What follows belongs to an exercise in optimizing a design on an open flow for small area and a short achievable clock period; a production flow would make more cautious choices.
Where RTL was checked, it was by simulation tests only, not by an equivalence proof against the original.
For runs 1 to 4, only the layout was checked, not whether the RTL still works.
Power and IR drop assume default switching activity. The flow treats the clock pin as an ideal source, which a real chip does not have.

<file path="flow/config.mk">
export PLATFORM = sky130hd
export DESIGN_NAME = shaping_v5
export DESIGN_NICKNAME = shaping_v5
export VERILOG_FILES = /design/flow/design.v
export SDC_FILE = /design/flow/constraint.sdc
export NUM_CORES = 4
export LEC_CHECK = 0
export CAP_MARGIN = 20
export CORE_MARGIN = 2
export CORE_UTILIZATION = 55
export CTS_BUF_LIST = sky130_fd_sc_hd__clkbuf_16
export CTS_CLUSTER_DIAMETER = 55
export CTS_CLUSTER_SIZE = 36
export SLEW_MARGIN = 20
</file>
<file path="flow/constraint.sdc">
create_clock -name core_clock -period 11.0 [get_ports {clk}]
set_input_delay 2.2000 -clock core_clock [delete_from_list [all_inputs] [get_ports {clk}]]
set_output_delay 2.2000 -clock core_clock [all_outputs]
set_load 0.01 [all_outputs]
</file>
<file path="flow/design.v">
`timescale 1ns / 1ps
module shaping_v5(
inp,shapedout,conf,clk,count,rst
    ,r1,r2);
    input [13:0] inp;
    input [11:0] conf;
    input clk;
    input rst;
    output [13:0] shapedout;
    output [11:0] count;
    output r1;
    output r2;
    parameter k = 100;
    parameter l = 200;
    localparam N = k+l+k+1;           
    wire [4:0] tau = conf[4:0];
    wire [4:0] m3  = conf[9:5];
    wire [1:0] sel = conf[11:10];
    reg [11:0] cnt;
    reg rst1;
    reg rst2;      
    reg rst2d;     
    reg [14*N-1:0] dline;
    reg signed [14:0] temp2;
    reg signed [15:0] temp3;
    reg signed [22:0] acc4;
    reg signed [22:0] tmpS;
    reg signed [15:0] tmpT;
    reg [22:0] t6lo;
    reg [21:0] t6hi;
    reg signed [2:0] c6;
    reg [13:0] temp7;
    always @(posedge clk) begin
        if (rst)
            cnt <= 12'h001;
        else if (|cnt)
            cnt <= cnt + 1'b1;
        else
            cnt <= 12'h000;
    end
    always @(posedge clk) begin
        rst1 <= rst | (rst1 & (cnt < k+l+k+1));
        rst2 <= rst | rst1;
        rst2d <= rst2;
    end
    always @(posedge clk)
        dline <= {dline[14*(N-1)-1:0], inp};
    wire signed [15:0] d0   = {{2{dline[13]}}, dline[13:0]};
    wire signed [15:0] dk1  = {{2{dline[14*(k+1)+13]}}, dline[14*(k+1)+:14]};
    wire signed [14:0] dkl  = {dline[14*(k+l)+13], dline[14*(k+l)+:14]};
    wire signed [14:0] dklk = {dline[14*(k+l+k)+13], dline[14*(k+l+k)+:14]};
    wire signed [23:0] w4 = {acc4, 1'b0};
    wire signed [23:0] w4s = w4 >>> tau;
    wire [24:0] lo_sum = t6lo + tmpS[22:0] + {{7{tmpT[15]}}, tmpT};
    wire [21:0] t6hi_now = t6hi + {{19{c6[2]}}, c6};
    wire signed [44:0] temp6 = {t6hi_now, t6lo};
    wire signed [22:0] temp5 = tmpS + {{7{tmpT[15]}}, tmpT};
    always @(posedge clk) begin
        if (rst2) begin
            temp2 <= 15'sd0;
            tmpS  <= 23'sd0;
            tmpT  <= 16'sd0;
            t6lo  <= 23'd0;
            t6hi  <= 22'd0;
            c6    <= 3'sd0;
        end else begin
            temp2 <= dkl - dklk;
            if (tau == 5'd0)
                tmpS <= acc4;
            else if (tau == 5'd31)
                tmpS <= 23'sd0;
            else
                tmpS <= w4s[22:0];
            tmpT  <= (tau == 5'd0) ? 16'sd0 : temp3;
            t6lo  <= lo_sum[22:0];
            t6hi  <= t6hi_now;
            c6    <= {1'b0, lo_sum[24:23]} - {2'b00, tmpS[22]} - {2'b00, tmpT[15]};
        end
    end
    always @(posedge clk) begin
        if (rst2 | rst2d) begin
            temp3 <= 16'sd0;
            acc4  <= 23'sd0;
        end else begin
            temp3 <= d0 - dk1 - {temp2[14], temp2};
            acc4  <= acc4 + {{7{d0[15]}}, d0} - {{7{dk1[15]}}, dk1} - {{8{temp2[14]}}, temp2};
        end
    end
    wire signed [13:0] inps = inp;
    reg signed [44:0] vsrc;
    always @(*)
        case (sel)
        2'd0: vsrc = inps;
        2'd1: vsrc = temp3;
        2'd2: vsrc = temp5;
        default: vsrc = temp6;
        endcase
    wire signed [44:0] vsh = vsrc >>> m3;
    always @(posedge clk) begin
        if (rst2)
            temp7 <= 14'd0;
        else
            temp7 <= vsh[13:0];
    end
    assign shapedout = temp7;
    assign count = cnt;
    assign r1 = rst1;
    assign r2 = rst2;
endmodule
</file>
<file path="flow/flow/run.sh">
#!/bin/bash
# Standard synthesis, then the standard layout with a larger setup margin for
# timing repair (the clock period and constraints are unchanged).
set -euo pipefail
bash standard.sh synth > synth.log 2>&1
bash standard.sh SETUP_SLACK_MARGIN=7.6 finish > layout.log 2>&1
</file>
<file path="flow/standard.sh">
#!/bin/bash
# synth_recipe.tcl (not shown) runs the flow's synth.tcl, then flattens the netlist and writes it again
# the make line also repeats each setting of config.mk as NAME=value (left out here)
make -C /OpenROAD-flow-scripts/flow DESIGN_CONFIG=/design/flow/config.mk WORK_HOME=/design/flow/orfs CLKGATE_MAP_FILE= SYNTH_SCRIPT=/design/flow/synth_recipe.tcl "${@:-finish}"
</file>
==> results.txt, run 1 <==
DR WL/cell 15.1 um; TritonCTS buffer count 241; max_cap viols 0; Mapped Cells 7,456; multi-input logic area 12,300 um2; Area contributors post-synth dfxtp_1, ha_1, fa_1; Initial Utilization 0.554; Finish-stage setup viols 0; number of global-route vias before repair 48,200; GPL Wtd Cong 0.797; Layout area overhead 12.3%; H-tree level count 4; Arr. time, crit path 4.94 ns; Reg clk slew, reported paths 0.12 ns; Crit Path Category reg -> reg; drt first pass iters 5; DRC errors left 0; r2r startpoint t6lo[1]; most common library cells after synthesis dfxtp_1, nor2_1, inv_1; Seq/Total Area, Yosys 0.906; Post-synth EDFFs 0; Final HPWL DP 94,500 um; CP endpoint kind register; routed vias 48,400; Most used DFF post-synth dfxtp_1; setup_tns 0 ns; CTS Buffer Depth 3; Port Buf Inserts 55; first-pass GRT wire length 269,000 um; Tcrit/Tclk final 0.378; layout cells sized above 1 0.116; core area 231,000 um2; Die Ht 486 um; critical-path cell list fa_1, ha_4, inv_2, fa_2, nor2b_4, o31a_1, o211ai_1, a21oi_2, nor2_4, a211oi_4, a2111oi_4, buf_6, o31ai_4, a21oi_2, o21bai_1, xnor2_1, fa_2, ha_4, nor2_1; Avg Inst Size Synth 17.1 um2; GRT Residual Overflow 0; DIE AREA 236,000 um2; Slew @ Worst Pin 0.827 ns; Worst slew margin 0.443; total track usage 0.143; Worst setup SP type register; PnR worst setup slack 6.84 ns; Final Core Density 0.622; max incr delay on CP 0.58 ns; Routed Antenna Nets 0; fmax 240 MHz; register area 116,000 um2; status complete, no violations; initial antenna violation count 9; RSZ-0062 raised after global routing yes; clk sinks 5,784; register bit total from synthesis 5,784; maximum VDD drop 0.000184 V; Mapped Area 128,000 um2; Distinct cells, synth 78; Top Ports 56; 1st-iter DRT viols 2,559; NumNets Final 8,026; Worst Path Max Fanout 3; asr flop ratio synth 0; post-route minimum period 4.16 ns; fillers 16,800; pwr/cell area 230 nW/um2; # rows 176; count leader, synth dfxtp_1; DIE WIDTH 486 um; CTS tree built; Tot Pwr 0.0330 W; Pleak 57.6 nW; clk root buf clkbuf_16; synth warn 1; top cell type's share of synthesized area 0.906; worst hold start dline[945]; crit path from t6lo[1]; worst hold path class reg -> reg; largest net degree at the start of global routing 42; Post-Place Worst Slack 4.96 ns; Required @ worst endpoint 11.78 ns; Total Routed Length 167,000 um; Hold Vio Cnt, Final 0; Final Slew Violations 0; Post-Syn Nets 7,674; routed vias/inst 4.38; leading area contributor after synthesis dfxtp_1; Worst-Skew Late Latency 0.90 ns; # hold bufs at CTS 0; Slowest-stage cell, CP fa_1; Fin Clk Skew 0.0811 ns
## critical path, delay by kind of cell (launching register included)
kind            cells  cell delay (ns)
fa+ha+maj           5             1.75
compound gates      8             1.44
flops               1             0.34
simple gates        3             0.25
buf+inv             2             0.19
xor+xnor            1             0.11
## per-stage QoR
| step | std cells | hold WS, ns | area, um2 |
|---|---|---|---|
| global placement | 10500 | 0.310 | 132000 |
| CTS | 11000 | 0.277 | 143000 |
| finish | 11000 | 0.282 | 144000 |
| global route | 11000 | 0.287 | 144000 |
| detailed placement | 10500 | 0.312 | 132000 |
| floorplan | 7456 | 0.310 | 128000 |
## power by group
part           total (W)  switching [W]  internal, W
clock             0.0115        0.00672      0.00482
combinational   0.000369       0.000199     0.000170
sequential        0.0211      0.0000411       0.0211
total             0.0330        0.00696       0.0261
## registers in the layout, summed over array words and instances (netlist names), 14 cells and up
signal / count
t6lo: 23
temp3: 16
temp2: 15
acc4: 23
temp7: 14
tmpT: 16
dline: 5614
tmpS: 23
t6hi: 22
## layout make-up
cell class / instances / share of cell area
sequential: 5784 / 0.808
antenna: 1 / 0.0000174
inverter: 130 / 0.00356
clock inverter: 201 / 0.0210
timing repair buffer: 194 / 0.0136
multi-input combinational: 1457 / 0.0857
clock buffer: 241 / 0.0420
tap: 3026 / 0.0264
## routing by layer
| layer | global-route usage | vias up | wire, um |
|---|---|---|---|
| met5 | 0 | - | 27 |
| met2 | 0.195 | 613 | 64800 |
| met4 | 0.0467 | 4 | 4710 |
| met3 | 0.0290 | 294 | 7150 |
| li1 | - | 24500 | - |
| met1 | 0.226 | 23000 | 90200 |
## cells in the final DEF, fill, tap and decap left out, types with 29 or more instances in the layout
| cell type | synthesis | routed |
|---|---|---|
| mux4_2 | 31 | 31 |
| nand2_1 | 120 | 117 |
| nor2_1 | 212 | 202 |
| buf_4 | 1 | 96 |
| o21ai_1 | 5 | 30 |
| o21ai_0 | 116 | 67 |
| ha_1 | 124 | 106 |
| nor3_1 | 45 | 38 |
| inv_6 | 0 | 29 |
| a21oi_1 | 118 | 93 |
| xnor2_1 | 59 | 51 |
| buf_6 | 1 | 57 |
| clkbuf_16 | 0 | 241 |
| fa_1 | 66 | 56 |
| mux2i_1 | 59 | 55 |
| inv_1 | 126 | 123 |
| xor2_1 | 42 | 42 |
| dfxtp_1 | 5784 | 5731 |
## path summary, 6_finish.rpt
check / to / slack, ns / cells after the start
max: c6[1] / 6.84 / 19
min: dline[959] / 0.28 / 0
max reg2reg: c6[1] / 6.84 / 19
min reg2reg: dline[959] / 0.28 / 0
## kinds of logic (layout without fill, tap and decap cells)
kind of cell / count (synthesis) / count (layout) / synth area share
flops: 5784 / 5784 / 0.906
simple gates: 574 / 576 / 0.0212
compound gates: 475 / 475 / 0.0244
buf+inv: 217 / 766 / 0.00649
fa+ha+maj: 190 / 190 / 0.0225
mux: 115 / 115 / 0.0123
xor+xnor: 101 / 101 / 0.00692
other cells: 0 / 1 / 0
## repair_timing
item | 4_1_cts | 5_1_grt
pin swaps | 80 | 77
gates resized for setup | 451 | 103
cloned | 6 | 0
buffers inserted | 86 | 32
setup endpoints to repair | 114 | 92
==> run 2, diff against run 1 <==
--- a/flow/config.mk
+++ b/flow/config.mk
@@ -11,4 +11,4 @@
 export CTS_BUF_LIST = sky130_fd_sc_hd__clkbuf_16
-export CTS_CLUSTER_DIAMETER = 55
-export CTS_CLUSTER_SIZE = 36
+export CTS_CLUSTER_DIAMETER = 60
+export CTS_CLUSTER_SIZE = 30
 export SLEW_MARGIN = 20
==> results.txt, run 2 <==
Most flops, register dline; Hold Vio Cnt, Final 0 (unchanged); GR Util met1 0.227 (+0.00186); layout cells sized above 1 0.0975 (-0.0183); Tot Pwr 0.0314 W (-4.8%); worst r2r path cells 19 (unchanged); Reg clk slew, reported paths 0.10 ns (-0.02 ns); CTS tree built; routed vias/inst 4.41 (+0.62%); initial antenna violation count 5 (-4); Top Ports 56 (unchanged); r2r startpoint t6lo[1]; Avg Inst Size Synth 17.1 um2 (unchanged); drt first pass iters 5 (unchanged); CP bufs+invs 2 (unchanged); Distinct cells, synth 78 (unchanged); top cell type's share of synthesized area 0.906 (unchanged); synth warn 1 (unchanged); Crit Path Category reg -> reg; Required @ worst endpoint 11.73 ns (-0.05 ns); H-tree level count 4 (unchanged); total track usage 0.142 (-0.000804); fmax 233 MHz (-2.9%); status complete, no violations; leading area contributor after synthesis dfxtp_1; worst hold path class reg -> reg; setup_tns 0 ns (unchanged); largest net degree at the start of global routing 42 (unchanged); Pleak 56.6 nW (-1.7%); Fin Clk Skew 0.0666 ns (-0.0145 ns); max_cap viols 0 (unchanged); post-route minimum period 4.29 ns (+0.126 ns); GRT Residual Overflow 0 (unchanged); Post-Syn Nets 7,674 (unchanged); pwr/cell area 222 nW/um2 (-3.4%); Mapped Area 128,000 um2 (unchanged); Worst slew margin 0.457 (+0.0144); clk root buf clkbuf_16; DIE AREA 236,000 um2 (unchanged); R2R Path End c6[1]; core area 231,000 um2 (unchanged); clk sinks 5,784 (unchanged); dpl cells 10,500 (unchanged); Routed Antenna Nets 0 (unchanged); routed vias 48,000 (-0.76%); DRC errors left 0 (unchanged); Port Buf Inserts 55 (unchanged); Seq pwr share 0.671 (+0.032); combinational power share 0.012 (about the same); first-pass GRT wire length 269,000 um (about the same); max FFs per register 5,614 (unchanged); Final HPWL DP 94,500 um (unchanged); Switch Pwr 0.00617 W (-11%); most common library cells after synthesis dfxtp_1, nor2_1, inv_1; fillers 17,000 (+1.1%); DIE WIDTH 486 um (unchanged); Slew @ Worst Pin 0.812 ns (-0.0153 ns); Worst-Skew Late Latency 0.86 ns (-0.04 ns); register area 116,000 um2 (about the same); WP depth 19 (unchanged); TritonCTS buffer count 231 (-4.1%); CP endpoint kind register; most common cell after layout, fill and taps aside dfxtp_1; part of the total power dissipated in the clock network 0.317 (-0.033); Worst setup SP type register; register-to-register setup slack 6.71 ns (-0.13 ns); Sw Ratio 0.196 (-0.0144); Worst Path Max Fanout 3 (unchanged); met3 usage 0.0255 (-0.00353); Arr. time, crit path 5.02 ns (+0.08 ns); 1st-iter DRT viols 2,390 (-6.6%); GR peak layer met1; # hold bufs at CTS 0 (unchanged); Final Slew Violations 0 (unchanged); Mapped Cells 7,456 (unchanged); NumNets Final 8,013 (-0.16%); Post-synth EDFFs 0 (unchanged); routing usage on met2 0.197 (+0.00223); Crit path max-delay family adder cells; maximum VDD drop 0.000179 V (-3.0%); critical-path cell list fa_1, ha_4, inv_2, fa_2, nor2b_4, o31a_1, o211ai_1, a21oi_2, nor2_4, a211oi_4, a2111oi_4, buf_4, o31ai_4, a21oi_2, o21bai_1, xnor2_1, fa_2, ha_4, nor2_1; Total Routed Length 166,000 um (-0.27%); GPL Wtd Cong 0.797 (unchanged); Initial Utilization 0.554 (unchanged); most frequent cells in the layout dfxtp_1, clkbuf_16, nor2_1, inv_1, nand2_1; register bit total from synthesis 5,784 (unchanged); number of global-route vias before repair 48,300 (+0.11%); Most used DFF post-synth dfxtp_1; crit path from t6lo[1]; max incr delay on CP 0.58 ns (about the same); DR WL/cell 15.3 um (+1.1%); multi-input logic area 12,300 um2 (-0.12%); Slowest-stage cell, CP fa_1; # rows 176 (unchanged); RSZ-0062 raised after global routing yes; Post-Layout Cell Count 10,900 (-1.4%); CTS Buffer Depth 3 (unchanged); Internal 0.0253 W (-3.1%); Layout area overhead 10.7%; crit path capture c6[1]; Seq/Total Area, Yosys 0.906 (unchanged); Tcrit/Tclk final 0.390 (+0.0114); Area contributors post-synth dfxtp_1, ha_1, fa_1; Die Ht 486 um (unchanged); count leader, synth dfxtp_1; Finish-stage setup viols 0 (unchanged); Final Core Density 0.613 (-0.00926); asr flop ratio synth 0 (unchanged)
[run 2: per-layer routing]
layer	vias up	part of all wire
li1	24300	-
met1	22900	0.55
met2	549	0.39
met3	262	0.038
met4	0	0.022
met5	-	0
[run 2: worst min-delay path by stage]
| stage | from | to | slack, ns | cells after the start |
|---|---|---|---|---|
| floorplan | dline[986] | dline[1000] | 0.31 | 0 |
| global placement | dline[1698] | dline[1712] | 0.31 | 0 |
| detailed placement | dline[1148] | dline[1162] | 0.31 | 0 |
| CTS | dline[1688] | dline[1702] | 0.28 | 0 |
| global route | dline[4190] | dline[4204] | 0.28 | 0 |
| finish | dline[1688] | dline[1702] | 0.29 | 0 |
[run 2: cell type report]
class | instances | share of cell area
Tap cell | 3026 | 0.0268
Clock inverter | 58 | 0.00676
Sequential cell | 5784 | 0.820
Inverter | 130 | 0.00361
Clock buffer | 235 | 0.0416
Multi-Input combinational cell | 1458 | 0.0869
Timing Repair Buffer | 190 | 0.0144
Antenna cell | 2 | 0.0000354
[run 2: worst register-to-register path, stage by stage (launching register included)]
cell and delay [ns]:
dfxtp_2 0.34, fa_1 0.58, ha_4 0.17, inv_2 0.04
fa_2 0.38, nor2b_4 0.13, o31a_1 0.19, o211ai_1 0.17
a21oi_2 0.25, nor2_4 0.08, a211oi_4 0.30, a2111oi_4 0.05
buf_4 0.18, o31ai_4 0.22, a21oi_2 0.10, o21bai_1 0.19
xnor2_1 0.12, fa_2 0.38, ha_4 0.27, nor2_1 0.03
[run 2: kinds of logic after synthesis]
kind of cell,share of synthesized area
simple gates,0.0212
compound gates,0.0244
xor+xnor,0.00692
flops,0.906
mux,0.0123
buf+inv,0.00649
fa+ha+maj,0.0225
[run 2: per-stage QoR]
step | worst slack (ns) | cell area [um2] | hold WS (ns)
2_1_floorplan | 6.48 | 128000 | 0.310
3_3_place_gp | 4.97 | 132000 | 0.310
3_5_place_dp | 4.96 | 132000 | 0.312
4_1_cts | 6.79 | 141000 | 0.279
5_1_grt | 6.54 | 141000 | 0.284
6_report | 6.71 | 141000 | 0.286
[run 2: timing repair]
action                                  CTS  global route
buffers inserted                         86            25
gates cloned                              8             2
endpoints found under the setup margin  115            94
pin swaps                                90            70
gates resized for setup                 480            81
[run 2: power groups by stage]
stage          Clock [W]  Combinational, W  Sequential, W
2_1_floorplan          0          0.000208         0.0216
3_3_place_gp           0          0.000283         0.0216
3_5_place_dp           0          0.000283         0.0216
4_1_cts           0.0103          0.000355         0.0211
5_1_grt           0.0111          0.000412         0.0211
6_report         0.00995          0.000379         0.0211
==> run 3, diff against run 2 <==
==> flow/design.v (replaced) <==
`timescale 1ns / 1ps
module shaping_v5(
inp,shapedout,conf,clk,count,rst
    ,r1,r2);
    input [13:0] inp;
    input [11:0] conf;
    input clk;
    input rst;
    output [13:0] shapedout;
    output [11:0] count;
    output r1;
    output r2;
    parameter k = 100;
    parameter l = 200;
    localparam N = k+l+k+1;           
    wire [4:0] tau = conf[4:0];
    wire [4:0] m3  = conf[9:5];
    wire [1:0] sel = conf[11:10];
    reg [11:0] cnt;
    reg rst1;
    reg rst2;      
    reg rst2d;     
    reg [14*N-1:0] dline;
    reg signed [15:0] temp3;
    reg signed [22:0] acc4;
    reg signed [15:0] q3;
    reg signed [22:0] tmpS;
    reg signed [15:0] tmpT;
    reg signed [44:0] temp6;
    reg [13:0] temp7;
    always @(posedge clk) begin
        if (rst)
            cnt <= 12'h001;
        else if (|cnt)
            cnt <= cnt + 1'b1;
        else
            cnt <= 12'h000;
    end
    always @(posedge clk) begin
        rst1  <= rst | (rst1 & (cnt < k+l+k+1));
        rst2  <= rst | rst1;
        rst2d <= rst2;
    end
    always @(posedge clk)
        dline <= {dline[14*(N-1)-1:0], inp};
    wire signed [15:0] d0   = {{2{dline[13]}}, dline[13:0]};
    wire signed [15:0] dk   = {{2{dline[14*k+13]}}, dline[14*k+:14]};
    wire signed [15:0] dkl  = {{2{dline[14*(k+l)+13]}}, dline[14*(k+l)+:14]};
    wire signed [15:0] dklk = {{2{dline[14*(k+l+k)+13]}}, dline[14*(k+l+k)+:14]};
    wire signed [23:0] w4 = {acc4, 1'b0};
    wire signed [23:0] w4s = w4 >>> tau;
    wire signed [22:0] temp5 = tmpS + {{7{tmpT[15]}}, tmpT};
    always @(posedge clk)
        q3 <= dklk - dk - dkl;
    always @(posedge clk) begin
        if (rst2 | rst2d) begin
            temp3 <= 16'sd0;
            acc4  <= 23'sd0;
        end else begin
            temp3 <= d0 + q3;
            acc4  <= acc4 + {{7{d0[15]}}, d0} + {{7{q3[15]}}, q3};
        end
    end
    always @(posedge clk) begin
        if (tau == 5'd0)
            tmpS <= acc4;
        else if (tau == 5'd31)
            tmpS <= 23'sd0;
        else
            tmpS <= w4s[22:0];
        tmpT <= (tau == 5'd0) ? 16'sd0 : temp3;
    end
    always @(posedge clk) begin
        if (rst2)
            temp6 <= 45'sd0;
        else
            temp6 <= temp6 + {{22{tmpS[22]}}, tmpS} + {{29{tmpT[15]}}, tmpT};
    end
    wire signed [13:0] inps = inp;
    reg signed [44:0] vsrc;
    always @(*)
        case (sel)
        2'd0: vsrc = inps;
        2'd1: vsrc = temp3;
        2'd2: vsrc = temp5;
        default: vsrc = temp6;
        endcase
    wire signed [44:0] vsh = vsrc >>> m3;
    always @(posedge clk) begin
        if (rst2)
            temp7 <= 14'd0;
        else
            temp7 <= vsh[13:0];
    end
    assign shapedout = temp7;
    assign count = cnt;
    assign r1 = rst1;
    assign r2 = rst2;
endmodule
==> results.txt, run 3 <==
register-to-register setup slack 7.39 ns (+0.68 ns); Mapped Area 129,000 um2 (+0.73%); Post-synth EDFFs 0 (unchanged); clk sinks 5,782 (-0.035%); area post-placement 133,000 um2 (+0.74%); initial antenna violation count 8 (+3); Required @ worst endpoint 11.66 ns (-0.07 ns); core area 233,000 um2 (+0.86%); R2R Path End temp7[0]; Top Ports 56 (unchanged); count leader, synth dfxtp_1; asr flop ratio synth 0 (unchanged); CP endpoint kind register; GPL Wtd Cong 0.793 (-0.53%); Final Core Density 0.616 (+0.00297); worst hold start dline[26]; r2r startpoint tmpS[1]; leading area contributor after synthesis dfxtp_1; Most used DFF post-synth dfxtp_1; Tcrit/Tclk final 0.349 (-0.0406); Most flops, register dline; Layout area overhead 11.3%; clk root buf clkbuf_16; setup_tns 0 ns (unchanged); most common cell after layout, fill and taps aside dfxtp_1; Die Ht 488 um (+0.36%); Fin Clk Skew 0.0815 ns (+0.0149 ns); Routed Antenna Nets 0 (unchanged); GRT Residual Overflow 0 (unchanged); Slowest-stage cell, CP or4b_4; Hold Vio Cnt, Final 0 (unchanged); routed vias/inst 4.46 (+1.1%); fillers 16,900 (-0.45%); max FFs per register 5,614 (unchanged); top cell type's share of synthesized area 0.899 (-0.00687); Initial Utilization 0.553 (-0.000702); Worst setup SP type input port; pwr/cell area 219 nW/um2 (-1.5%); TritonCTS buffer count 232 (+0.43%); routed vias 49,100 (+2.4%); DIE WIDTH 488 um (+0.36%); Hold WS 0.279 ns (-0.00639 ns); critical-path cell list buf_8, buf_12, a21o_4, or3_1, o211ai_1, buf_4, buf_12, nor4_4, a41oi_2, or4b_4, a31oi_1, o211ai_1; most frequent cells in the layout dfxtp_1, clkbuf_16, nor2_1, buf_4, nand2_1; H-tree level count 4 (unchanged); Largest regs dline: 5614 flops, temp6: 45 flops; layout cells sized above 1 0.113 (+0.0160); worst hold path class reg -> reg; Final Slew Violations 0 (unchanged); largest net degree at the start of global routing 65 (+55%); hold path endpoint dline[40]; Reg clk slew, reported paths 0.10 ns (about the same); Worst-Skew Late Latency 0.87 ns (about the same); most common library cells after synthesis dfxtp_1, nor2_1, nand2_1; 1st-iter DRT viols 2,470 (+3.3%); register bit total from synthesis 5,782 (-0.035%); NumNets Final 8,148 (+1.7%); RSZ-0062 raised after global routing yes; Area contributors post-synth dfxtp_1, fa_1, ha_1; number of global-route vias before repair 48,800 (+1.0%); # rows 177 (+0.57%); Crit Path Category in -> reg; Slew @ Worst Pin 0.936 ns (+0.124 ns); Post-Syn Nets 7,756 (+1.1%); Total Routed Length 172,000 um (+3.1%); total track usage 0.145 (+0.00305); max incr delay on CP 0.51 ns (-0.07 ns); first-pass GRT wire length 275,000 um (+2.1%); Post-Layout Cell Count 11,000 (+1.3%); CTS tree built; Crit path max-delay family simple AND/OR/NAND/NOR gates; post-route minimum period 3.84 ns (-0.447 ns); Final HPWL DP 98,200 um (+4.0%); Seq/Total Area, Yosys 0.899 (-0.00687); synth warn 1 (unchanged); Mapped Cells 7,522 (+0.89%); Arr. time, crit path 4.50 ns (-0.52 ns); DR WL/cell 15.6 um (+1.8%); maximum VDD drop 0.000214 V (+20%); Worst Path Max Fanout 6 (+3); CP bufs+invs 4 (+2); Hold Path Cell Cnt 0 (unchanged); Finish-stage setup viols 0 (unchanged); worst r2r path cells 12 (-7); status complete, no violations; DRC errors left 0 (unchanged); fmax 260 MHz (+12%); CTS Buffer Depth 3 (unchanged); final instance area 143,000 um2 (+1.3%); max_cap viols 0 (unchanged); Avg Inst Size Synth 17.1 um2 (-0.16%); Port Buf Inserts 55 (unchanged); dpl cells 10,500 (+0.77%); Worst slew margin 0.376 (-0.0810); DIE AREA 238,000 um2 (+0.72%); drt first pass iters 5 (unchanged); # hold bufs at CTS 0 (unchanged); Pleak 57.7 nW (+1.8%); Distinct cells, synth 100 (+28%)
run 3: cell count changes after synthesis, moves of 16 or more:
cell / previous run / this run
fa_1: 66 / 84
o21ai_0: 116 / 94
a22oi_1: 16 / 0
and2_1: 32 / 15
xnor2_1: 59 / 42
inv_1: 126 / 88
nor2_1: 212 / 193
nand3_1: 31 / 47
a21o_1: 28 / 56
run 3: metrics by stage:
stage          power (W)  setup WS (ns)
2_1_floorplan     0.0217           6.71
3_3_place_gp      0.0218           5.12
3_5_place_dp      0.0218           5.16
4_1_cts           0.0317           7.31
5_1_grt           0.0326           7.16
6_report          0.0314           7.16
run 3: repair_timing:
| action | 4_1_cts | 5_1_grt |
|---|---|---|
| gates cloned | 12 | 0 |
| setup endpoints to repair | 120 | 82 |
| gates resized for setup | 520 | 101 |
| pin swaps | 95 | 85 |
| setup buffers | 114 | 49 |
run 3: layer usage:
layer,track usage,vias up,wire [um]
met5,0,-,11
li1,-,24800,-
met1,0.230,23500,93800
met2,0.204,553,67600
met4,0.0393,2,4550
met3,0.0243,298,5750
run 3: how the worst max path moves through the flow:
stage / start / endpoint / slack (ns) / depth (start not counted)
final: conf[10] / temp7[2] / 7.16 / 12
after global routing: conf[11] / temp7[2] / 7.16 / 13
after CTS: tmpT[1] / temp6[43] / 7.31 / 14
after detailed placement: conf[10] / temp7[3] / 5.16 / 10
after global placement: conf[10] / temp7[3] / 5.12 / 10
after floorplan: conf[11] / temp7[2] / 6.71 / 10
run 3: where the power goes:
| group | internal, W | total (W) | switching, W |
|---|---|---|---|
| combinational | 0.000160 | 0.000354 | 0.000194 |
| sequential | 0.0211 | 0.0211 | 0.0000512 |
| clock | 0.00405 | 0.00992 | 0.00587 |
| total | 0.0253 | 0.0314 | 0.00611 |
run 3: cell type report:
class / count / area [um2] / area share
sequential: 5782 / 116000 / 0.809
multi-input combinational: 1563 / 13900 / 0.0968
clock buffer: 235 / 5880 / 0.0410
tap: 3043 / 3810 / 0.0266
timing repair buffer: 242 / 2540 / 0.0178
clock inverter: 59 / 851 / 0.00594
inverter: 91 / 385 / 0.00269
timing repair inverter: 2 / 16.3 / 0.000114
antenna: 3 / 7.51 / 0.0000524
run 3: worst register-to-register path: stages (launching register included):
cell	delay (ns)
dfxtp_4	0.36
buf_4	0.13
ha_1	0.31
a211oi_2	0.28
o21ai_1	0.15
a21o_1	0.24
a31oi_4	0.34
nor2_1	0.22
o21ai_4	0.30
a211oi_1	0.15
mux4_2	0.56
a211oi_2	0.28
o32ai_1	0.10
run 3: cell families after synthesis:
| group | synth area share |
|---|---|
| XOR/XNOR | 0.00558 |
| AO/OA/AOI/OAI | 0.0306 |
| flip-flops | 0.899 |
| AND/OR/NAND/NOR | 0.0225 |
| adder cells (fa/ha/maj) | 0.0249 |
| buffers and inverters | 0.00543 |
| multiplexers | 0.0116 |
==> run 4, diff against run 3 <==
==> flow/flow/run.sh (replaced) <==
#!/bin/bash
# Standard synthesis, then the standard layout with a larger setup margin for
# timing repair and no dummy loads in clock tree synthesis (the clock period
# and constraints are unchanged).
set -euo pipefail
bash standard.sh synth > synth.log 2>&1
bash standard.sh SETUP_SLACK_MARGIN=7.6 \
  "CTS_ARGS=-sink_clustering_enable -repair_clock_nets -sink_clustering_size 30 -sink_clustering_max_diameter 60 -buf_list sky130_fd_sc_hd__clkbuf_16 -dont_use_dummy_load" \
  finish > layout.log 2>&1
==> results.txt, run 4 <==
R2R Path End temp6[43]; # rows 177 (unchanged); DIE AREA 238,000 um2 (unchanged); Hold WS 0.197 ns (-0.0825 ns); routed vias/inst 4.47 (+0.18%); Post-synth EDFFs 0 (unchanged); r2r startpoint tmpS[1]; post-route minimum period 3.83 ns (-0.00839 ns); top cell type's share of synthesized area 0.899 (unchanged); status complete, no violations; most common cell after layout, fill and taps aside dfxtp_1; Total Routed Length 171,000 um (-0.53%); Routed Antenna Nets 0 (unchanged); H-tree level count 4 (unchanged); maximum VDD drop 0.000208 V (-3.0%); Required @ worst endpoint 11.63 ns (-0.03 ns); Area contributors post-synth dfxtp_1, fa_1, ha_1; count leader, synth dfxtp_1; GRT Residual Overflow 0 (unchanged); worst hold path class reg -> reg; Mapped Cells 7,522 (unchanged); fmax 261 MHz (+0.22%); max FFs per register 5,614 (unchanged); Layout area overhead 10.4%; first-pass GRT wire length 273,000 um (-0.73%); Arr. time, crit path 4.46 ns (-0.04 ns); fillers 17,000 (+0.43%); register-to-register setup slack 7.35 ns (-0.04 ns); Reg clk slew, reported paths 0.10 ns (about the same); register bit total from synthesis 5,782 (unchanged); GPL Wtd Cong 0.793 (unchanged); Final Slew Violations 0 (unchanged); core area 233,000 um2 (unchanged); Crit Path Category in -> reg; Worst setup SP type input port; Fin Clk Skew 0.130 ns (+0.0482 ns); Pleak 57.1 nW (-0.99%); most common library cells after synthesis dfxtp_1, nor2_1, nand2_1; CTS tree built; most frequent cells in the layout dfxtp_1, clkbuf_16, nor2_1, nand2_1, buf_4; RSZ-0062 raised after global routing yes; Distinct cells, synth 100 (unchanged); # hold bufs at CTS 0 (unchanged); clk sinks 5,782 (unchanged); 1st-iter DRT viols 2,381 (-3.6%); register area 116,000 um2 (about the same); Largest regs dline: 5614 flops, temp6: 45 flops; Tcrit/Tclk final 0.348 (-0.000763); clk root buf clkbuf_16; initial antenna violation count 9 (+1); Most flops, register dline; Mapped Area 129,000 um2 (unchanged); Worst-Skew Late Latency 0.88 ns (about the same); leading area contributor after synthesis dfxtp_1; Initial Utilization 0.553 (unchanged); NumNets Final 8,121 (-0.33%); CP endpoint kind register; max_cap viols 0 (unchanged); DIE WIDTH 488 um (unchanged); routed vias 48,800 (-0.63%); crit path from conf[11]; layout cells sized above 1 0.104 (-0.00925); Top Ports 56 (unchanged); crit path capture temp7[2]; Worst slew margin 0.389 (+0.0130); Post-Syn Nets 7,756 (unchanged); synth warn 1 (unchanged); multi-input logic area 13,700 um2 (-1.0%); Slew @ Worst Pin 0.916 ns (-0.0195 ns); Most used DFF post-synth dfxtp_1; DRC errors left 0 (unchanged); TritonCTS buffer count 232 (unchanged); pwr/cell area 217 nW/um2 (-1.1%); Die Ht 488 um (unchanged); Port Buf Inserts 55 (unchanged); Finish-stage setup viols 0 (unchanged); Avg Inst Size Synth 17.1 um2 (unchanged); largest net degree at the start of global routing 65 (unchanged); Worst Path Max Fanout 7 (+1); setup_tns 0 ns (unchanged); Final HPWL DP 98,200 um (unchanged); total track usage 0.144 (-0.00104); worst r2r path cells 14 (+2); Hold Vio Cnt, Final 0 (unchanged); number of global-route vias before repair 48,500 (-0.61%); Seq/Total Area, Yosys 0.899 (unchanged); asr flop ratio synth 0 (unchanged); DR WL/cell 15.6 um (+0.28%); CTS Buffer Depth 3 (unchanged); drt first pass iters 5 (unchanged)
[run 4: cell counts after synthesis]
No cell type changed its count.
[run 4: area by class of cell]
cell class,count,share of cell area
Timing Repair inverter,2,0.000115
Inverter,91,0.00264
Sequential cell,5782,0.816
Multi-Input combinational cell,1561,0.0967
Antenna cell,3,0.0000529
Tap cell,3043,0.0268
Timing Repair Buffer,217,0.0166
Clock buffer,232,0.0409
[run 4: how the worst min path moves through the flow]
stage	startpoint	to	slack (ns)	cells past startpoint
2_1_floorplan	dline[986]	dline[1000]	0.31	0
3_3_place_gp	dline[1916]	dline[1930]	0.31	0
3_5_place_dp	dline[1169]	dline[1183]	0.31	0
4_1_cts	dline[26]	dline[40]	0.17	0
5_1_grt	dline[26]	dline[40]	0.18	0
6_report	dline[26]	dline[40]	0.20	0
[run 4: what timing repair did]
item,CTS,global route
setup buffers,99,37
pin swaps,89,89
resized for setup,495,110
endpoints found under the setup margin,121,87
gates cloned,10,2
[run 4: logic make-up (layout without fill, tap and decap cells)]
logic type | Yosys count | in the layout | synth area share
flops | 5782 | 5782 | 0.899
simple gates | 599 | 599 | 0.0225
compound gates | 561 | 561 | 0.0306
fa+ha+maj | 206 | 206 | 0.0249
buf+inv | 179 | 542 | 0.00543
mux | 113 | 113 | 0.0116
xor+xnor | 82 | 82 | 0.00558
other cells | 0 | 3 | 0
[run 4: report_power, final]
part	internal (W)	switching [W]	leakage (nW)	total (W)
registers	0.0211	0.0000512	46.9	0.0211
clock network	0.00376	0.00555	2.86	0.00931
logic	0.000152	0.000188	7.35	0.000340
[run 4: metrics by stage]
step / total power [W] / utilization / instances / setup slack, ns / instance area (um2)
floorplan: 0.0217 / - / 7522 / 6.71 / 129000
global placement: 0.0218 / 0.572 / 10500 / 5.12 / 133000
detailed placement: 0.0218 / 0.572 / 10500 / 5.16 / 133000
CTS: 0.0311 / 0.607 / 10900 / 7.26 / 141000
global route: 0.0319 / 0.611 / 10900 / 7.13 / 142000
finish: 0.0308 / 0.611 / 10900 / 7.17 / 142000
[run 4: layer usage]
metal / vias up / part of all wire / track usage
met2: 554 / 0.39 / 0.202
met1: 23300 / 0.55 / 0.229
met3: 312 / 0.033 / 0.0245
met4: 2 / 0.025 / 0.0384
li1: 24700 / - / -
met5: - / 0.000076 / 0
[run 4: critical path: stages]
cell and delay, ns:
buf_8 0.07, buf_12 0.12, inv_16 0.04, a21o_4 0.25
or3_1 0.35, o211ai_1 0.19, buf_4 0.19, nor4_4 0.05
a41oi_2 0.18, or4b_4 0.51, a31oi_1 0.18, o211ai_1 0.12
==> run 5, diff against run 4 <==
--- a/flow/design.v
+++ b/flow/design.v
@@ -64,15 +64,16 @@
     always @(posedge clk) begin
-        if (tau == 5'd0)
-            tmpS <= acc4;
-        else if (tau == 5'd31)
-            tmpS <= 23'sd0;
-        else
-            tmpS <= w4s[22:0];
-        tmpT <= (tau == 5'd0) ? 16'sd0 : temp3;
-    end
-    always @(posedge clk) begin
-        if (rst2)
+        if (rst2) begin
+            tmpS  <= 23'sd0;
+            tmpT  <= 16'sd0;
             temp6 <= 45'sd0;
-        else
+        end else begin
+            if (tau == 5'd0)
+                tmpS <= acc4;
+            else if (tau == 5'd31)
+                tmpS <= 23'sd0;
+            else
+                tmpS <= w4s[22:0];
+            tmpT  <= (tau == 5'd0) ? 16'sd0 : temp3;
             temp6 <= temp6 + {{22{tmpS[22]}}, tmpS} + {{29{tmpT[15]}}, tmpT};
+        end
     end
--- a/flow/config.mk
+++ b/flow/config.mk
@@ -9,3 +9,3 @@
 export CORE_MARGIN = 2
-export CORE_UTILIZATION = 55
+export CORE_UTILIZATION = 70
 export CTS_BUF_LIST = sky130_fd_sc_hd__clkbuf_16
==> results.txt, run 5 <==
most common library cells after synthesis dfxtp_1, nor2_1, nand2_1; Seq/Total Area, Yosys 0.902 (+0.00253); Mapped Area 128,000 um2 (-0.28%); Die Ht 432 um (-11%); Initial Utilization 0.703 (+0.149); Area contributors post-synth dfxtp_1, fa_1, ha_1; status did not finish; count leader, synth dfxtp_1; Stop Error [ERROR DPL-0033] detailed placement checks failed during check placement.; Post-synth EDFFs 0 (unchanged); Mapped Cells 7,497 (-0.33%); Distinct cells, synth 83 (-17%); Post-Syn Nets 7,731 (-0.32%); DIE WIDTH 432 um (-11%); GPL Wtd Cong 0.801 (+1.0%); stopping stage detailed placement; synth warn 1 (unchanged); leading area contributor after synthesis dfxtp_1; Most used DFF post-synth dfxtp_1; top cell type's share of synthesized area 0.902 (+0.00253); Port Buf Inserts 55 (unchanged); Final HPWL DP 132,000 um (+34%); asr flop ratio synth 0 (unchanged); # rows 157 (-11%); Avg Inst Size Synth 17.1 um2 (about the same); Top Ports 56 (unchanged); register bit total from synthesis 5,782 (unchanged)
## run 5: cell count changes after synthesis, sizes merged, moves of 8 or more
cell   delta
a21o      -9
a22o     -12
a22oi    +17
and2     +16
buf      -11
inv       +9
mux2i    +13
nor2     +14
nor2b    -19
o21a      -9
xnor2     +8
## run 5: worst max path at each step
stage / start / endpoint / slack (ns)
3_3_place_gp: conf[10] / temp7[0] / 5.17
2_1_floorplan: conf[11] / temp7[10] / 6.87
## run 5: power by group through the flow
stage | combinational (W) | sequential [W] | clock [W]
after global placement | 0.000208 | 0.0216 | 0
after floorplan | 0.000144 | 0.0216 | 0
## run 5: metrics by stage
step	hold WS (ns)	total power, W	instances	setup WS [ns]	instance area (um2)
2_1_floorplan	0.310	0.0217	7497	6.87	129000
3_3_place_gp	0.310	0.0218	9878	5.17	132000
## run 5: logic make-up after synthesis
| group | synth area share |
|---|---|
| compound gates | 0.0261 |
| buf+inv | 0.00537 |
| simple gates | 0.0221 |
| fa+ha+maj | 0.0250 |
| xor+xnor | 0.00641 |
| flops | 0.902 |
| mux | 0.0131 |
==> run 6, diff against run 5 <==
--- a/flow/flow/run.sh
+++ b/flow/flow/run.sh
@@ -7,3 +7,3 @@
 bash standard.sh SETUP_SLACK_MARGIN=7.6 \
-  "CTS_ARGS=-sink_clustering_enable -repair_clock_nets -sink_clustering_size 30 -sink_clustering_max_diameter 60 -buf_list sky130_fd_sc_hd__clkbuf_16 -dont_use_dummy_load" \
+  "CTS_ARGS=-sink_clustering_enable -repair_clock_nets -sink_clustering_size 40 -sink_clustering_max_diameter 50 -buf_list sky130_fd_sc_hd__clkbuf_16 -dont_use_dummy_load" \
   finish > layout.log 2>&1
--- a/flow/config.mk
+++ b/flow/config.mk
@@ -9,6 +9,6 @@
 export CORE_MARGIN = 2
-export CORE_UTILIZATION = 70
+export CORE_UTILIZATION = 55
 export CTS_BUF_LIST = sky130_fd_sc_hd__clkbuf_16
-export CTS_CLUSTER_DIAMETER = 60
-export CTS_CLUSTER_SIZE = 30
+export CTS_CLUSTER_DIAMETER = 50
+export CTS_CLUSTER_SIZE = 40
 export SLEW_MARGIN = 20
==> results.txt, run 6 <==
Crit Path Category reg -> reg; first-pass GRT wire length 278,000 um; DRC errors left 0; Most flops, register dline; number of global-route vias before repair 49,900; final instance area 145,000 um2; max_cap viols 0; Top Ports 56 (unchanged); Distinct cells, synth 83 (unchanged); Reg clk slew, reported paths 0.11 ns; GPL Wtd Cong 0.804 (+0.35%); Area contributors post-synth dfxtp_1, fa_1, ha_1; clk root buf clkbuf_16; Final HPWL DP 97,200 um (-26%); Mapped Area 128,000 um2 (unchanged); Worst Path Max Fanout 3; CP endpoint kind register; Worst slew margin 0.487; routed vias 49,300; status complete, no violations; Most used DFF post-synth dfxtp_1; Final Slew Violations 0; Fin Clk Skew 0.125 ns; Hold WS 0.228 ns; pwr/cell area 228 nW/um2; top cell type's share of synthesized area 0.902 (unchanged); PnR worst setup slack 7.30 ns; Pleak 58.4 nW; Layout area overhead 12.7%; most common library cells after synthesis dfxtp_1, nor2_1, nand2_1; DIE WIDTH 487 um (+13%); DIE AREA 237,000 um2; total track usage 0.148; Avg Inst Size Synth 17.1 um2 (unchanged); Worst setup SP type register; asr flop ratio synth 0 (unchanged); fillers 16,800; layout cells sized above 1 0.113; # rows 177 (+13%); TritonCTS buffer count 354; post-route minimum period 3.70 ns; Slew @ Worst Pin 0.767 ns; register bit total from synthesis 5,782 (unchanged); count leader, synth dfxtp_1; DR WL/cell 15.8 um; RSZ-0062 raised after global routing yes; synth warn 1 (unchanged); CTS tree built; most frequent cells in the layout dfxtp_1, clkbuf_16, nor2_1, nand2_1, a21oi_1; Mapped Cells 7,497 (unchanged); fmax 270 MHz; Routed Antenna Nets 0; worst hold path class reg -> reg; drt first pass iters 5; core area 232,000 um2; CTS Buffer Depth 4; Final Core Density 0.623; area post-placement 133,000 um2; max FFs per register 5,614; initial antenna violation count 6; GRT Residual Overflow 0; leading area contributor after synthesis dfxtp_1; H-tree level count 5; Largest regs dline: 5614 flops, temp6: 45 flops; Hold Vio Cnt, Final 0; Worst-Skew Late Latency 0.97 ns; Initial Utilization 0.552 (-0.150); Post-synth EDFFs 0 (unchanged); Arr. time, crit path 4.43 ns; NumNets Final 8,210; setup_tns 0 ns; Tcrit/Tclk final 0.337; Finish-stage setup viols 0; Required @ worst endpoint 11.73 ns; maximum VDD drop 0.000181 V; Total Routed Length 175,000 um; largest net degree at the start of global routing 57; most common cell after layout, fill and taps aside dfxtp_1; Seq/Total Area, Yosys 0.902 (unchanged); 1st-iter DRT viols 2,469; routed vias/inst 4.47; Post-Place Worst Slack 5.23 ns; Port Buf Inserts 55 (unchanged); Post-Syn Nets 7,731 (unchanged); clk sinks 5,782; Die Ht 487 um (+13%)
run 6: cell counts after synthesis:
Identical to the previous run, type by type.
run 6: cell type report:
type | instances | area (um2) | share of cell area
well taps | 3043 | 3810 | 0.0263
repair buffers | 198 | 2160 | 0.0149
diodes | 3 | 7.51 | 0.0000519
multi-input cells | 1539 | 13500 | 0.0934
flip-flops and latches | 5782 | 116000 | 0.801
clock buffers | 354 | 8860 | 0.0612
inverters | 101 | 433 | 0.00299
run 6: power by group:
group	internal, W	switching (W)	total [W]
Sequential	0.0211	0.0000424	0.0211
Clock	0.00569	0.00593	0.0116
Combinational	0.000126	0.000163	0.000289
Total	0.0269	0.00614	0.0330
run 6: what timing repair did:
action,CTS,global route
hold buffers,0,0
gates cloned,10,2
pin swaps,74,69
buffers inserted,79,36
resized for setup,461,138
setup endpoints to repair,125,98
run 6: worst paths after layout:
check,slack [ns],endpoint,cells past startpoint,from
max,7.30,temp6[41],14,temp6[1]
min,0.23,dline[5612],0,dline[5598]
max reg2reg,7.30,temp6[41],14,temp6[1]
min reg2reg,0.23,dline[5612],0,dline[5598]
run 6: logic make-up after synthesis:
| family | share of synthesized area |
|---|---|
| XOR/XNOR | 0.00641 |
| adder cells (fa/ha/maj) | 0.0250 |
| flip-flops | 0.902 |
| buffers and inverters | 0.00537 |
| multiplexers | 0.0131 |
| AO/OA/AOI/OAI | 0.0261 |
| AND/OR/NAND/NOR | 0.0221 |
run 6: worst max-delay path, cell delays in order (launching register included):
cell and delay (ns):
dfxtp_2 0.32, fa_1 0.57, ha_4 0.15, inv_2 0.04
fa_2 0.37, nor2b_4 0.20, o2111ai_2 0.18, and3_4 0.20
nor3_4 0.26, nor4_4 0.09, or3_4 0.38, o21ai_4 0.22
a31oi_4 0.13, o2bb2ai_2 0.16, mux2_2 0.27
run 6: per-stage QoR:
stage | instances | total power (W)
6_report | 11000 | 0.0330
5_1_grt | 11000 | 0.0342
4_1_cts | 11000 | 0.0334
3_5_place_dp | 10500 | 0.0218
3_3_place_gp | 10500 | 0.0218
2_1_floorplan | 7497 | 0.0217
run 6: per-layer routing:
metal | up-vias | part of all wire | track usage
met2 | 715 | 0.40 | 0.206
met5 | - | 0 | 0
met1 | 23500 | 0.54 | 0.230
met3 | 370 | 0.038 | 0.0284
met4 | 0 | 0.029 | 0.0505
li1 | 24800 | - | -
==> run 7, diff against run 6 <==
--- a/flow/flow/run.sh
+++ b/flow/flow/run.sh
@@ -7,3 +7,3 @@
 bash standard.sh SETUP_SLACK_MARGIN=7.6 \
-  "CTS_ARGS=-sink_clustering_enable -repair_clock_nets -sink_clustering_size 40 -sink_clustering_max_diameter 50 -buf_list sky130_fd_sc_hd__clkbuf_16 -dont_use_dummy_load" \
+  "CTS_ARGS=-sink_clustering_enable -repair_clock_nets -sink_clustering_size 30 -sink_clustering_max_diameter 80 -buf_list sky130_fd_sc_hd__clkbuf_16 -dont_use_dummy_load" \
   finish > layout.log 2>&1
--- a/flow/config.mk
+++ b/flow/config.mk
@@ -11,4 +11,4 @@
 export CTS_BUF_LIST = sky130_fd_sc_hd__clkbuf_16
-export CTS_CLUSTER_DIAMETER = 50
-export CTS_CLUSTER_SIZE = 40
+export CTS_CLUSTER_DIAMETER = 80
+export CTS_CLUSTER_SIZE = 30
 export SLEW_MARGIN = 20
==> results.txt, run 7 <==
Hold Vio Cnt, Final 0 (unchanged); most frequent cells in the layout dfxtp_1, clkbuf_16, nor2_1, nand2_1, buf_4; Die Ht 487 um (unchanged); CP endpoint kind register; DRC errors left 0 (unchanged); post-synthesis xor/xnor area fraction 0.00641 (unchanged); RSZ-0062 raised after global routing yes; multiplexer share of the synthesized area 0.0131 (unchanged); H-tree level count 4 (-1); Mapped Cells 7,497 (unchanged); Most flops, register dline; Synth Area in Simple Gates 0.0221 (unchanged); CP bufs+invs 3 (+2); Sw Ratio 0.188 (+0.00193); Arr. time, crit path 4.34 ns (-0.09 ns); maximum VDD drop 0.000167 V (-7.7%); clk root buf clkbuf_16; part of the total power dissipated in the clock network 0.300 (-0.052); routed vias 48,600 (-1.5%); PnR worst setup slack 7.27 ns (-0.0267 ns); Distinct cells, synth 83 (unchanged); Reg clk slew, reported paths 0.10 ns (about the same); setup_tns 0 ns (unchanged); Switch Pwr 0.00574 W (-6.5%); GPL Wtd Cong 0.804 (unchanged); Routed Antenna Nets 0 (unchanged); most common library cells after synthesis dfxtp_1, nor2_1, nand2_1; initial antenna violation count 8 (+2); Avg Inst Size Synth 17.1 um2 (unchanged); Compound-Gate Fraction of Synth Area 0.0261 (unchanged); CTS tree built; leading area contributor after synthesis dfxtp_1; drt first pass iters 7 (+2); core area 232,000 um2 (unchanged); top cell type's share of synthesized area 0.902 (unchanged); Layout area overhead 10.2%; register bit total from synthesis 5,782 (unchanged); Initial Utilization 0.552 (unchanged); routed vias/inst 4.45 (-0.44%); count leader, synth dfxtp_1; combinational power share 0.009 (about the same); CTS Buffer Depth 3 (-1); Worst-Skew Late Latency 0.87 ns (-0.10 ns); Pleak 56.8 nW (-2.7%); Tot Pwr 0.0306 W (-7.4%); max_cap viols 0 (unchanged); Crit Path Category in -> reg; largest net degree at the start of global routing 57 (unchanged); DIE AREA 237,000 um2 (unchanged); post-route minimum period 3.73 ns (+0.0267 ns); GRT Residual Overflow 0 (unchanged); Top Ports 56 (unchanged); Area contributors post-synth dfxtp_1, fa_1, ha_1; Largest regs dline: 5614 flops, temp6: 45 flops; Final Slew Violations 0 (unchanged); Seq/Total Area, Yosys 0.902 (unchanged); max FFs per register 5,614 (unchanged); first-pass GRT wire length 273,000 um (-2.1%); DIE WIDTH 487 um (unchanged); asr flop ratio synth 0 (unchanged); fmax 268 MHz (-0.72%); critical-path cell list buf_12, buf_12, buf_8, a21o_4, or3_1, mux2_4, and2_4, a21o_4, a2bb2oi_4, o311ai_4, a21oi_2; Total Routed Length 172,000 um (-1.7%); Tcrit/Tclk final 0.339 (+0.00242); status complete, no violations; Most used DFF post-synth dfxtp_1; TritonCTS buffer count 224 (-37%); Finish-stage setup viols 0 (unchanged); most common cell after layout, fill and taps aside dfxtp_1; Synth Area in Adders 0.0250 (unchanged); Seq pwr share 0.690 (+0.051); synth warn 1 (unchanged); pwr/cell area 216 nW/um2 (-5.3%); Crit path max-delay family compound AO/OA/AOI/OAI gates; Mapped Area 128,000 um2 (unchanged); Fin Clk Skew 0.138 ns (+0.0127 ns); Worst setup SP type input port; NumNets Final 8,089 (-1.5%); Post-Place Worst Slack 5.23 ns (unchanged); Post-Syn Nets 7,731 (unchanged); Post-synth EDFFs 0 (unchanged); total track usage 0.145 (-0.00316); number of global-route vias before repair 48,300 (-3.2%); Final HPWL DP 97,200 um (unchanged); Internal 0.0248 W (-7.7%); main combinational cell family by area after synthesis compound AO/OA/AOI/OAI gates; layout cells sized above 1 0.0997 (-0.0130); Required @ worst endpoint 11.61 ns (-0.12 ns); worst hold path class reg -> reg; clk sinks 5,782 (unchanged); 1st-iter DRT viols 2,425 (-1.8%); fillers 17,100 (+2.1%); Worst Path Max Fanout 8 (+5); # rows 177 (unchanged); DR WL/cell 15.7 um (-0.63%); Slew @ Worst Pin 0.778 ns (+0.0118 ns); max incr delay on CP 0.34 ns (-0.23 ns); Slowest-stage cell, CP or3_1; Port Buf Inserts 55 (unchanged); Worst slew margin 0.481 (-0.00597)
run 7: cell counts after synthesis:
Identical to the previous run, type by type.
run 7: what timing repair did:
item,in CTS,in global routing
setup endpoints to repair,126,92
setup buffers,88,36
cloned,9,3
resized for setup,459,137
pin swaps,74,81
hold buffers,0,0
run 7: power groups by stage:
stage	clock [W]	combinational, W	sequential [W]
final	0.00918	0.000284	0.0211
after global placement	0	0.000212	0.0216
after CTS	0.00953	0.000267	0.0211
after detailed placement	0	0.000209	0.0216
after global routing	0.0102	0.000307	0.0211
after floorplan	0	0.000144	0.0216
run 7: path summary, 6_finish.rpt:
check             startpoint    endpoint  slack, ns  cells after the start
setup / recovery    conf[10]    temp7[3]       7.27                     11
hold / removal    dline[359]  dline[373]       0.24                      0
setup reg to reg     tmpS[1]   temp6[41]       7.34                     14
hold reg to reg   dline[359]  dline[373]       0.24                      0
run 7: cell families after synthesis:
logic type	after synthesis
buffers and inverters	178
XOR/XNOR	94
AO/OA/AOI/OAI	504
multiplexers	128
flip-flops	5782
adder cells (fa/ha/maj)	206
AND/OR/NAND/NOR	605
run 7: area by class of cell:
cell class | count | area, um2 | share of cell area
inverters | 101 | 423 | 0.00299
diodes | 3 | 7.51 | 0.0000531
repair buffers | 207 | 2210 | 0.0156
flip-flops and latches | 5782 | 116000 | 0.819
well taps | 3043 | 3810 | 0.0269
clock buffers | 224 | 5610 | 0.0396
multi-input cells | 1539 | 13500 | 0.0953
run 7: per-layer routing:
metal	track usage	routed length (um)	vias up
met2	0.202	67200	534
met1	0.230	94200	23200
met4	0.0405	4360	0
li1	-	-	24500
met5	0	0	-
met3	0.0248	5760	286
run 7: per-stage QoR:
step                instance area, um2  std cells  hold WS (ns)   util
detailed placement              133000      10500         0.312  0.571
global route                    141000      10900         0.222  0.609
CTS                             141000      10900         0.230  0.605
global placement                133000      10500         0.310  0.571
floorplan                       129000       7497         0.310      -
finish                          141000      10900         0.243  0.609
==> run 8, diff against run 7 <==
--- a/flow/config.mk
+++ b/flow/config.mk
@@ -9,3 +9,3 @@
 export CORE_MARGIN = 2
-export CORE_UTILIZATION = 55
+export CORE_UTILIZATION = 63
 export CTS_BUF_LIST = sky130_fd_sc_hd__clkbuf_16
==> results.txt, run 8 <==
# hold bufs at CTS 0 (unchanged); Worst-Skew Late Latency 0.85 ns (-0.02 ns); routed vias/inst 4.60 (+3.2%); DRC errors left 0 (unchanged); most common library cells after synthesis dfxtp_1, nor2_1, nand2_1; register-to-register setup slack 7.16 ns (-0.18 ns); top cell type's share of synthesized area 0.902 (unchanged); post-route minimum period 3.84 ns (+0.114 ns); Slowest-stage cell, CP fa_1; Fin Clk Skew 0.0939 ns (-0.0438 ns); Crit Path Category reg -> reg; drt first pass iters 5 (-2); Worst setup SP type register; Pleak 56.9 nW (about the same); max incr delay on CP 0.54 ns (+0.20 ns); Total Routed Length 175,000 um (+1.9%); clk sinks 5,782 (unchanged); NumNets Final 8,097 (+0.099%); Avg Inst Size Synth 17.1 um2 (unchanged); Initial Utilization 0.634 (+0.0819); Mapped Cells 7,497 (unchanged); register bit total from synthesis 5,782 (unchanged); Worst Path Max Fanout 3 (-5); RSZ-0062 raised after global routing yes; Routed Antenna Nets 0 (unchanged); Tot Pwr 0.0305 W (about the same); max FFs per register 5,614 (unchanged); layout cells sized above 1 0.0982 (-0.00150); Most used DFF post-synth dfxtp_1; Reg clk slew, reported paths 0.10 ns (about the same); Arr. time, crit path 4.50 ns (+0.16 ns); CTS Buffer Depth 3 (unchanged); max_cap viols 0 (unchanged); critical-path cell list fa_1, ha_2, inv_2, fa_2, nor2b_4, o2111ai_2, and3_4, nor3_4, nor4_2, buf_4, or3_4, o21ai_4, a31oi_4, o2bb2ai_2, mux2_2; count leader, synth dfxtp_1; Tcrit/Tclk final 0.349 (+0.0103); leading area contributor after synthesis dfxtp_1; CTS tree built; Post-synth EDFFs 0 (unchanged); Area contributors post-synth dfxtp_1, fa_1, ha_1; Seq/Total Area, Yosys 0.902 (unchanged); 1st-iter DRT viols 2,728 (+12%); routed vias 48,500 (-0.21%); TritonCTS buffer count 220 (-1.8%); Hold Vio Cnt, Final 0 (unchanged); fillers 12,900 (-25%); Post-Syn Nets 7,731 (unchanged); Die Ht 455 um (-6.5%); DR WL/cell 16.6 um (+5.4%); Largest regs dline: 5614 flops, temp6: 45 flops; maximum VDD drop 0.000178 V (+6.6%); status complete, no violations; initial antenna violation count 10 (+2); Distinct cells, synth 83 (unchanged); total track usage 0.168 (+0.0235); synth warn 1 (unchanged); CP endpoint kind register; Crit path max-delay family adder cells; most common cell after layout, fill and taps aside dfxtp_1; Final HPWL DP 96,700 um (-0.46%); pwr/cell area 217 nW/um2 (+0.27%); Worst slew margin 0.473 (-0.00797); core area 202,000 um2 (-13%); Hold WS 0.258 ns (+0.0148 ns); most frequent cells in the layout dfxtp_1, clkbuf_16, nor2_1, nand2_1, buf_4; Final Slew Violations 0 (unchanged); Finish-stage setup viols 0 (unchanged); Final Core Density 0.697 (+0.0878); DIE AREA 207,000 um2 (-13%); asr flop ratio synth 0 (unchanged); Top Ports 56 (unchanged); DIE WIDTH 455 um (-6.5%); # rows 165 (-6.8%); GPL Wtd Cong 0.857 (+6.6%); largest net degree at the start of global routing 50 (-12%); Most flops, register dline; number of global-route vias before repair 48,700 (+0.68%); Required @ worst endpoint 11.66 ns (+0.05 ns); Slew @ Worst Pin 0.790 ns (+0.0120 ns); Layout area overhead 9.82%; GRT Residual Overflow 0 (unchanged); CP bufs+invs 2 (-1); first-pass GRT wire length 274,000 um (+0.61%); clk root buf clkbuf_16; Port Buf Inserts 55 (unchanged); fmax 260 MHz (-3.0%); H-tree level count 4 (unchanged); Mapped Area 128,000 um2 (unchanged); worst hold path class reg -> reg; setup_tns 0 ns (unchanged)
## run 8: cell counts after synthesis
Identical to the previous run, type by type.
## run 8: cells by family (layout without fill, tap and decap cells)
logic type,Yosys count,after routing,share of synthesized area
AO/OA/AOI/OAI,504,505,0.0261
XOR/XNOR,94,94,0.00641
adder cells (fa/ha/maj),206,206,0.0250
buffers and inverters,178,541,0.00537
flip-flops,5782,5782,0.902
multiplexers,128,128,0.0131
other,0,5,0
AND/OR/NAND/NOR,605,605,0.0221
## run 8: layout make-up
class,count,area [um2],share of cell area
diodes,5,12.5,0.0000888
clock buffers,220,5510,0.0391
inverters,101,420,0.00298
multi-input cells,1538,13500,0.0954
flip-flops and latches,5782,116000,0.822
well taps,2672,3340,0.0237
repair buffers,219,2300,0.0163
repair inverters,1,11.3,0.0000799
## run 8: power by group
| part | switching [W] | total (W) | internal, W |
|---|---|---|---|
| logic | 0.000159 | 0.000285 | 0.000126 |
| clock network | 0.00556 | 0.00915 | 0.00358 |
| registers | 0.0000422 | 0.0211 | 0.0211 |
## run 8: repair_timing
| item | in CTS | in global routing |
|---|---|---|
| gates resized for setup | 473 | 129 |
| buffers inserted | 102 | 38 |
| pin swaps | 69 | 81 |
| gates cloned | 7 | 1 |
| endpoints found under the hold margin | 0 | 0 |
| endpoints found under the setup margin | 121 | 100 |
## run 8: routing by layer
metal | wire length [um] | up-vias | track usage | part of all wire
met5 | 11 | - | 0 | 0.000063
met4 | 4250 | 2 | 0.0444 | 0.024
met3 | 6550 | 299 | 0.0298 | 0.037
met2 | 72800 | 558 | 0.247 | 0.42
met1 | 91300 | 23100 | 0.259 | 0.52
li1 | - | 24500 | - | -
## run 8: per-stage QoR
stage / cell area, um2 / instances / setup WS, ns
2_1_floorplan: 129000 / 7497 / 6.87
3_3_place_gp: 132000 / 10200 / 5.39
3_5_place_dp: 132000 / 10200 / 5.39
4_1_cts: 140000 / 10500 / 7.20
5_1_grt: 141000 / 10500 / 7.05
6_report: 141000 / 10500 / 7.16
## run 8: path summary, 6_finish.rpt
path / endpoint / cells past startpoint / startpoint
max: temp6[41] / 15 / tmpS[1]
min reg2reg: dline[1123] / 0 / dline[1109]
max reg2reg: temp6[41] / 15 / tmpS[1]
min: dline[1123] / 0 / dline[1109]
## run 8: worst register-to-register path, cell delays in order, from the launching register on
cell,delay (ns)
dfxtp_4,0.35
fa_1,0.54
ha_2,0.19
inv_2,0.04
fa_2,0.41
nor2b_4,0.14
o2111ai_2,0.13
and3_4,0.22
nor3_4,0.26
nor4_2,0.07
buf_4,0.17
or3_4,0.36
o21ai_4,0.28
a31oi_4,0.13
o2bb2ai_2,0.15
mux2_2,0.27
==> run 9, diff against run 8 <==
--- a/flow/flow/run.sh
+++ b/flow/flow/run.sh
@@ -7,3 +7,3 @@
 bash standard.sh SETUP_SLACK_MARGIN=7.6 \
-  "CTS_ARGS=-sink_clustering_enable -repair_clock_nets -sink_clustering_size 30 -sink_clustering_max_diameter 80 -buf_list sky130_fd_sc_hd__clkbuf_16 -dont_use_dummy_load" \
+  "CTS_ARGS=-sink_clustering_enable -repair_clock_nets -sink_clustering_size 30 -sink_clustering_max_diameter 110 -buf_list sky130_fd_sc_hd__clkbuf_16 -dont_use_dummy_load" \
   finish > layout.log 2>&1
--- a/flow/config.mk
+++ b/flow/config.mk
@@ -9,5 +9,5 @@
 export CORE_MARGIN = 2
-export CORE_UTILIZATION = 63
+export CORE_UTILIZATION = 55
 export CTS_BUF_LIST = sky130_fd_sc_hd__clkbuf_16
-export CTS_CLUSTER_DIAMETER = 80
+export CTS_CLUSTER_DIAMETER = 110
 export CTS_CLUSTER_SIZE = 30
==> results.txt, run 9 <==
Hold WS 0.246 ns (-0.0119 ns); Final Slew Violations 0 (unchanged); NumNets Final 8,099 (+0.025%); synth warn 1 (unchanged); total track usage 0.144 (-0.0237); maximum VDD drop 0.000172 V (-2.9%); Most used DFF post-synth dfxtp_1; Worst-Skew Late Latency 0.85 ns (about the same); asr flop ratio synth 0 (unchanged); Layout area overhead 10.4%; Hold Vio Cnt, Final 0 (unchanged); Tcrit/Tclk final 0.335 (-0.0142); drt first pass iters 5 (unchanged); DR WL/cell 15.8 um (-4.7%); Most flops, register dline; Arr. time, crit path 4.30 ns (-0.20 ns); status complete, no violations; final instance area 142,000 um2 (+0.52%); Worst setup SP type input port; Mapped Cells 7,497 (unchanged); # hold bufs at CTS 0 (unchanged); register area 116,000 um2 (about the same); Mapped Area 128,000 um2 (unchanged); fmax 271 MHz (+4.2%); Area contributors post-synth dfxtp_1, fa_1, ha_1; Seq/Total Area, Yosys 0.902 (unchanged); Top Ports 56 (unchanged); first-pass GRT wire length 272,000 um (-0.88%); CP endpoint kind register; clk root buf clkbuf_16; post-route minimum period 3.69 ns (-0.156 ns); DIE AREA 237,000 um2 (+14%); most common library cells after synthesis dfxtp_1, nor2_1, nand2_1; register bit total from synthesis 5,782 (unchanged); critical-path cell list buf_12, buf_4, buf_12, buf_16, a21oi_1, a21oi_1, buf_4, o211a_1, mux4_2, or3_4, o311ai_4, a21oi_2; worst hold path class reg -> reg; Crit path max-delay family buffers and inverters; Fin Clk Skew 0.0987 ns (+0.00480 ns); Slowest-stage cell, CP mux4_2; TritonCTS buffer count 216 (-1.8%); Routed Antenna Nets 0 (unchanged); Post-synth EDFFs 0 (unchanged); routed vias/inst 4.44 (-3.5%); multi-input logic area 13,700 um2 (+1.6%); CTS Buffer Depth 3 (unchanged); Finish-stage setup viols 0 (unchanged); Pleak 56.9 nW (about the same); Slew @ Worst Pin 0.755 ns (-0.0352 ns); Initial Utilization 0.552 (-0.0819); layout cells sized above 1 0.103 (+0.00519); Avg Inst Size Synth 17.1 um2 (unchanged); PnR worst setup slack 7.31 ns (+0.156 ns); number of global-route vias before repair 48,200 (-0.99%); clk sinks 5,782 (unchanged); Die Ht 487 um (+7.0%); core area 232,000 um2 (+15%); top cell type's share of synthesized area 0.902 (unchanged); most common cell after layout, fill and taps aside dfxtp_1; Required @ worst endpoint 11.61 ns (-0.05 ns); Worst Path Max Fanout 12 (+9); RSZ-0062 raised after global routing yes; fillers 17,100 (+33%); pwr/cell area 215 nW/um2 (-0.83%); max FFs per register 5,614 (unchanged); leading area contributor after synthesis dfxtp_1; 1st-iter DRT viols 2,471 (-9.4%); DIE WIDTH 487 um (+7.0%); Post-Place Worst Slack 5.23 ns (-0.160 ns); routed vias 48,400 (-0.12%); GPL Wtd Cong 0.804 (-6.2%); max_cap viols 0 (unchanged)
## run 9: kinds of logic (layout without fill, tap and decap cells)
family | Yosys count | in the layout | synth area share
multiplexers | 128 | 128 | 0.0131
AND/OR/NAND/NOR | 605 | 607 | 0.0221
buffers and inverters | 178 | 542 | 0.00537
AO/OA/AOI/OAI | 504 | 504 | 0.0261
other | 0 | 1 | 0
flip-flops | 5782 | 5782 | 0.902
XOR/XNOR | 94 | 94 | 0.00641
adder cells (fa/ha/maj) | 206 | 206 | 0.0250
## run 9: routing by layer
metal	up-vias	global-route usage	share of wire
met5	-	0	0
met3	271	0.0248	0.035
met1	23100	0.230	0.55
met2	517	0.202	0.39
met4	0	0.0399	0.025
li1	24500	-	-
## run 9: final cells by class
| class | count | share of cell area |
|---|---|---|
| antenna | 1 | 0.0000177 |
| clock buffer | 216 | 0.0382 |
| tap | 3043 | 0.0269 |
| timing repair buffer | 225 | 0.0173 |
| inverter | 101 | 0.00299 |
| sequential | 5782 | 0.818 |
| multi-input combinational | 1539 | 0.0965 |
## run 9: where the power goes
| part | switching, W | leakage, nW | internal (W) |
|---|---|---|---|
| logic | 0.000167 | 7.36 | 0.000135 |
| clock network | 0.00552 | 2.66 | 0.00352 |
| registers | 0.0000422 | 46.9 | 0.0210 |
## run 9: path summary, 6_finish.rpt
path / from / endpoint / slack (ns) / depth (start not counted)
max reg2reg: temp6[1] / temp6[37] / 7.35 / 14
min: dline[2253] / dline[2267] / 0.25 / 0
min reg2reg: dline[2253] / dline[2267] / 0.25 / 0
max: conf[10] / temp7[3] / 7.31 / 12
## run 9: metrics by stage
step | util | std cells
after floorplan | - | 7497
after global placement | 0.571 | 10500
after detailed placement | 0.571 | 10500
after CTS | 0.605 | 10900
after global routing | 0.610 | 10900
final | 0.610 | 10900
## run 9: worst register-to-register path: cells and delay by family, from the launching register on
| kind | cells | cell delay (ns) |
|---|---|---|
| and+or+nand+nor | 5 | 1.10 |
| adders and majority gates | 3 | 1.09 |
| AOI/OAI and AO/OA | 4 | 0.79 |
| DFF | 1 | 0.35 |
| buffers and inverters | 2 | 0.20 |
## run 9: repair_timing
| item | CTS | global route |
|---|---|---|
| pin swaps | 90 | 81 |
| setup endpoints to repair | 126 | 97 |
| gates resized for setup | 501 | 154 |
| buffers inserted | 99 | 41 |
| cloned | 9 | 5 |

Check on run 9: ideal ports give 7.314 ns setup slack; a clkbuf_16 on the clock port and buf_2 on the inputs give 7.318 ns; moving port delays by the midpoint clock arrival (0.907 ns) as well gives 6.445 ns.
